This is an optimization exercise on Yosys and OpenROAD, whose aim is a short achievable clock period and few clock cycles, not a production implementation. Function was checked by simulation only, so behaviour that the tests miss may differ from the original. Power and IR drop assume default switching activity.

==> inputs of run R <==
## CPU
module CPU (
         clk,
         reset,
         imem_addr,
         imem_data,
         dmem_addr,
         dmem_wdata,
         dmem_wen,
         dmem_rdata
       );
export LEC_CHECK = 0
export CAP_MARGIN = 20
export CORE_MARGIN = 2
export CORE_UTILIZATION = 55
export SETUP_SLACK_MARGIN = 4.5
export SLEW_MARGIN = 20
create_clock -name core_clock -period 7.0 [get_ports {clk}]
run.sh (not shown) runs the stock make flow with config.mk's settings and CLKGATE_MAP_FILE= SYNTH_SCRIPT=/design/flow/synth_recipe.tcl, a recipe that flattens the netlist after the stock synthesis.
==> run G (differences from run R) <==
--- a/flow/design.v
+++ b/flow/design.v
@@ -248,15 +248,16 @@
        rs_w2 ? w2_d :
        d_rsv;
 wire [31: 0] rt_val =
        rt_m ? m_wd :
        rt_w ? w_d :
        rt_w2 ? w2_d :
        d_rtv;
-assign stall = e_load && ok && (r_jr | r_jalr) && e_rd == rs;
+assign stall = e_load && ok && (((r_jr | r_jalr | i_br) && use_rs && e_rd == rs) ||
+                                (i_br && use_rt && e_rd == rt));
 wire [31: 0] sext = {{16{imm[15]}}, imm};
 wire [31: 0] zext = {16'h0, imm};
 wire [31: 0] btgt;
 PrefixAdder #(32, 6) badd_u(.a(d_pc4), .b({sext[29: 0], 2'b00}), .cin(1'b0), .s(btgt), .cout());
 wire [31: 0] epc = d_pc4 - 32'd4;
 wire [31: 0] a_next =
        d_exc ? epc :
@@ -381,25 +382,26 @@
        ({32{e_sra}} & sha);
 wire slt_bit = (e_slt & lt) | (e_sltu & ltu);
 wire [31: 0] result =
        ({32{e_add}} & sum) |
        ({32{e_sub}} & dif) |
        {other[31: 1], other[0] | slt_bit};
 wire eq_nn = (e_a == e_b);
-wire eq_fn = (m_wd == e_b);
-wire eq_nf = (e_a == m_wd);
+wire eq_fn = (m_res == e_b);
+wire eq_nf = (e_a == m_res);
 wire eq = e_fa ? (e_fb ? 1'b1 : eq_fn) : (e_fb ? eq_nf : eq_nn);
-wire az = e_fa ? (m_wd == 32'h0) : (e_a == 32'h0);
+wire az = e_fa ? (m_res == 32'h0) : (e_a == 32'h0);
+wire an = e_fa ? m_res[31] : e_a[31];
 wire taken =
      (e_beq & eq) |
      (e_bne & ~eq) |
-     (e_blez & (ea[31] | az)) |
-     (e_bgtz & ~ea[31] & ~az) |
-     (e_bltz & ea[31]) |
-     (e_bgez & ~ea[31]);
+     (e_blez & (an | az)) |
+     (e_bgtz & ~an & ~az) |
+     (e_bltz & an) |
+     (e_bgez & ~an);
 wire br_redir = e_br && (taken != e_pt);
 wire jr_redir = e_jr && (e_jt != e_pnpc);
 assign ex_redir = br_redir || jr_redir;
 assign ex_tgt = e_jr ? e_jt : e_alt;
 always @(posedge clk)
   if (reset)
     jlast <= 32'h0;
- ABC_CLOCK_PERIOD_IN_PS: not set -> 3500
==> run C (differences from run R) <==
--- a/flow/design.v
+++ b/flow/design.v
@@ -248,15 +248,16 @@
        rs_w2 ? w2_d :
        d_rsv;
 wire [31: 0] rt_val =
        rt_m ? m_wd :
        rt_w ? w_d :
        rt_w2 ? w2_d :
        d_rtv;
-assign stall = e_load && ok && (r_jr | r_jalr) && e_rd == rs;
+assign stall = e_load && ok && (((r_jr | r_jalr | i_br) && use_rs && e_rd == rs) ||
+                                (i_br && use_rt && e_rd == rt));
 wire [31: 0] sext = {{16{imm[15]}}, imm};
 wire [31: 0] zext = {16'h0, imm};
 wire [31: 0] btgt;
 PrefixAdder #(32, 6) badd_u(.a(d_pc4), .b({sext[29: 0], 2'b00}), .cin(1'b0), .s(btgt), .cout());
 wire [31: 0] epc = d_pc4 - 32'd4;
 wire [31: 0] a_next =
        d_exc ? epc :
@@ -381,25 +382,26 @@
        ({32{e_sra}} & sha);
 wire slt_bit = (e_slt & lt) | (e_sltu & ltu);
 wire [31: 0] result =
        ({32{e_add}} & sum) |
        ({32{e_sub}} & dif) |
        {other[31: 1], other[0] | slt_bit};
 wire eq_nn = (e_a == e_b);
-wire eq_fn = (m_wd == e_b);
-wire eq_nf = (e_a == m_wd);
+wire eq_fn = (m_res == e_b);
+wire eq_nf = (e_a == m_res);
 wire eq = e_fa ? (e_fb ? 1'b1 : eq_fn) : (e_fb ? eq_nf : eq_nn);
-wire az = e_fa ? (m_wd == 32'h0) : (e_a == 32'h0);
+wire az = e_fa ? (m_res == 32'h0) : (e_a == 32'h0);
+wire an = e_fa ? m_res[31] : e_a[31];
 wire taken =
      (e_beq & eq) |
      (e_bne & ~eq) |
-     (e_blez & (ea[31] | az)) |
-     (e_bgtz & ~ea[31] & ~az) |
-     (e_bltz & ea[31]) |
-     (e_bgez & ~ea[31]);
+     (e_blez & (an | az)) |
+     (e_bgtz & ~an & ~az) |
+     (e_bltz & an) |
+     (e_bgez & ~an);
 wire br_redir = e_br && (taken != e_pt);
 wire jr_redir = e_jr && (e_jt != e_pnpc);
 assign ex_redir = br_redir || jr_redir;
 assign ex_tgt = e_jr ? e_jt : e_alt;
 always @(posedge clk)
   if (reset)
     jlast <= 32'h0;
- CORE_UTILIZATION: 55 -> 65
==> qor summary <==
Run status: run G timing/DRC/antenna clean; run R timing/DRC/antenna clean; run C stopped before the end
Last stage reached: run G -; run R -; run C 5_1_grt
Multi-input gate count: run G 5305; run R 5448; run C -
DRC violation count after routing: run G 0; run R 0; run C -
Post-route worst setup slack: run G 3240 ps; run R 3120 ps; run C -
Iteration count of the initial detailed-routing pass: run G 9; run R 8; run C -
Max-cap violations: run G 0; run R 0; run C -
Post-synthesis instance area: run G 94000 um2; run R 94000 um2; run C 94000 um2
Area of the core: run G 169000 um2; run R 170000 um2; run C -
Synth Area in XOR/XNOR: run G 2.26%; run R 2.17%; run C 2.26%
Number of non-filler instances in the completed layout: run G 11.0k; run R 11.2k; run C -
Post-synthesis share of cell area spent on full adders, half adders and majority gates: run G 4.11%; run R 4.11%; run C 4.11%
Remaining antenna violation count: run G 0; run R 0; run C -
Share of post-route cells with drive strength above 1: run G 39.9%; run R 38.8%; run C -
Share of the synthesized area in the top cell type: run G 35.8%; run R 35.8%; run C 35.8%
Inserted Clock Buffers: run G 179; run R 177; run C 170
Sequential fraction of design power: run G 41.9%; run R 41.4%; run C -
Final estimated routing congestion in global placement: run G 1.05; run R 1.00; run C 1.05
Testbench counts of run R, summed over its fixed seeds: cycles 64,628.
Testbench counts of run G, summed over its fixed seeds: cycles 64,629.
Testbench counts of run C, summed over its fixed seeds: cycles 64,629.

-- afterwards: timing with drivers on the ports --
In the flow no input, the clock included, has a driving cell. The finished layouts below were timed again as built, in two steps.
Step 1 sets driving cells, clkbuf_16 on the clock port and buf_2 on the other inputs (assumed; they add their load-dependent delay and slew).
Step 2 moves the port delays by t, midway between the first and last clock arrival at a register: inputs arrive t later, outputs are due t later. That takes back most of the time a late clock gives input paths.
a / b / c = no drivers / after step 1 / after step 2; a / b = the first two.
| run | t, ns | slack for setup (ns) | hold WS [ns] | worst setup path after step 2 |
|---|---|---|---|---|
| run R | 0.943 | 3.122 / 3.125 / 2.245 | 0.341 / 0.341 / 0.341 | input to register |
| run G | 0.939 | 3.236 / 3.236 / 2.367 | 0.339 / 0.339 / 0.339 | input to register |
After both steps every run listed still meets setup and hold. The setup slack of run R, which loses most, moves by +0.003 ns with the drivers and by -0.877 ns with both steps.
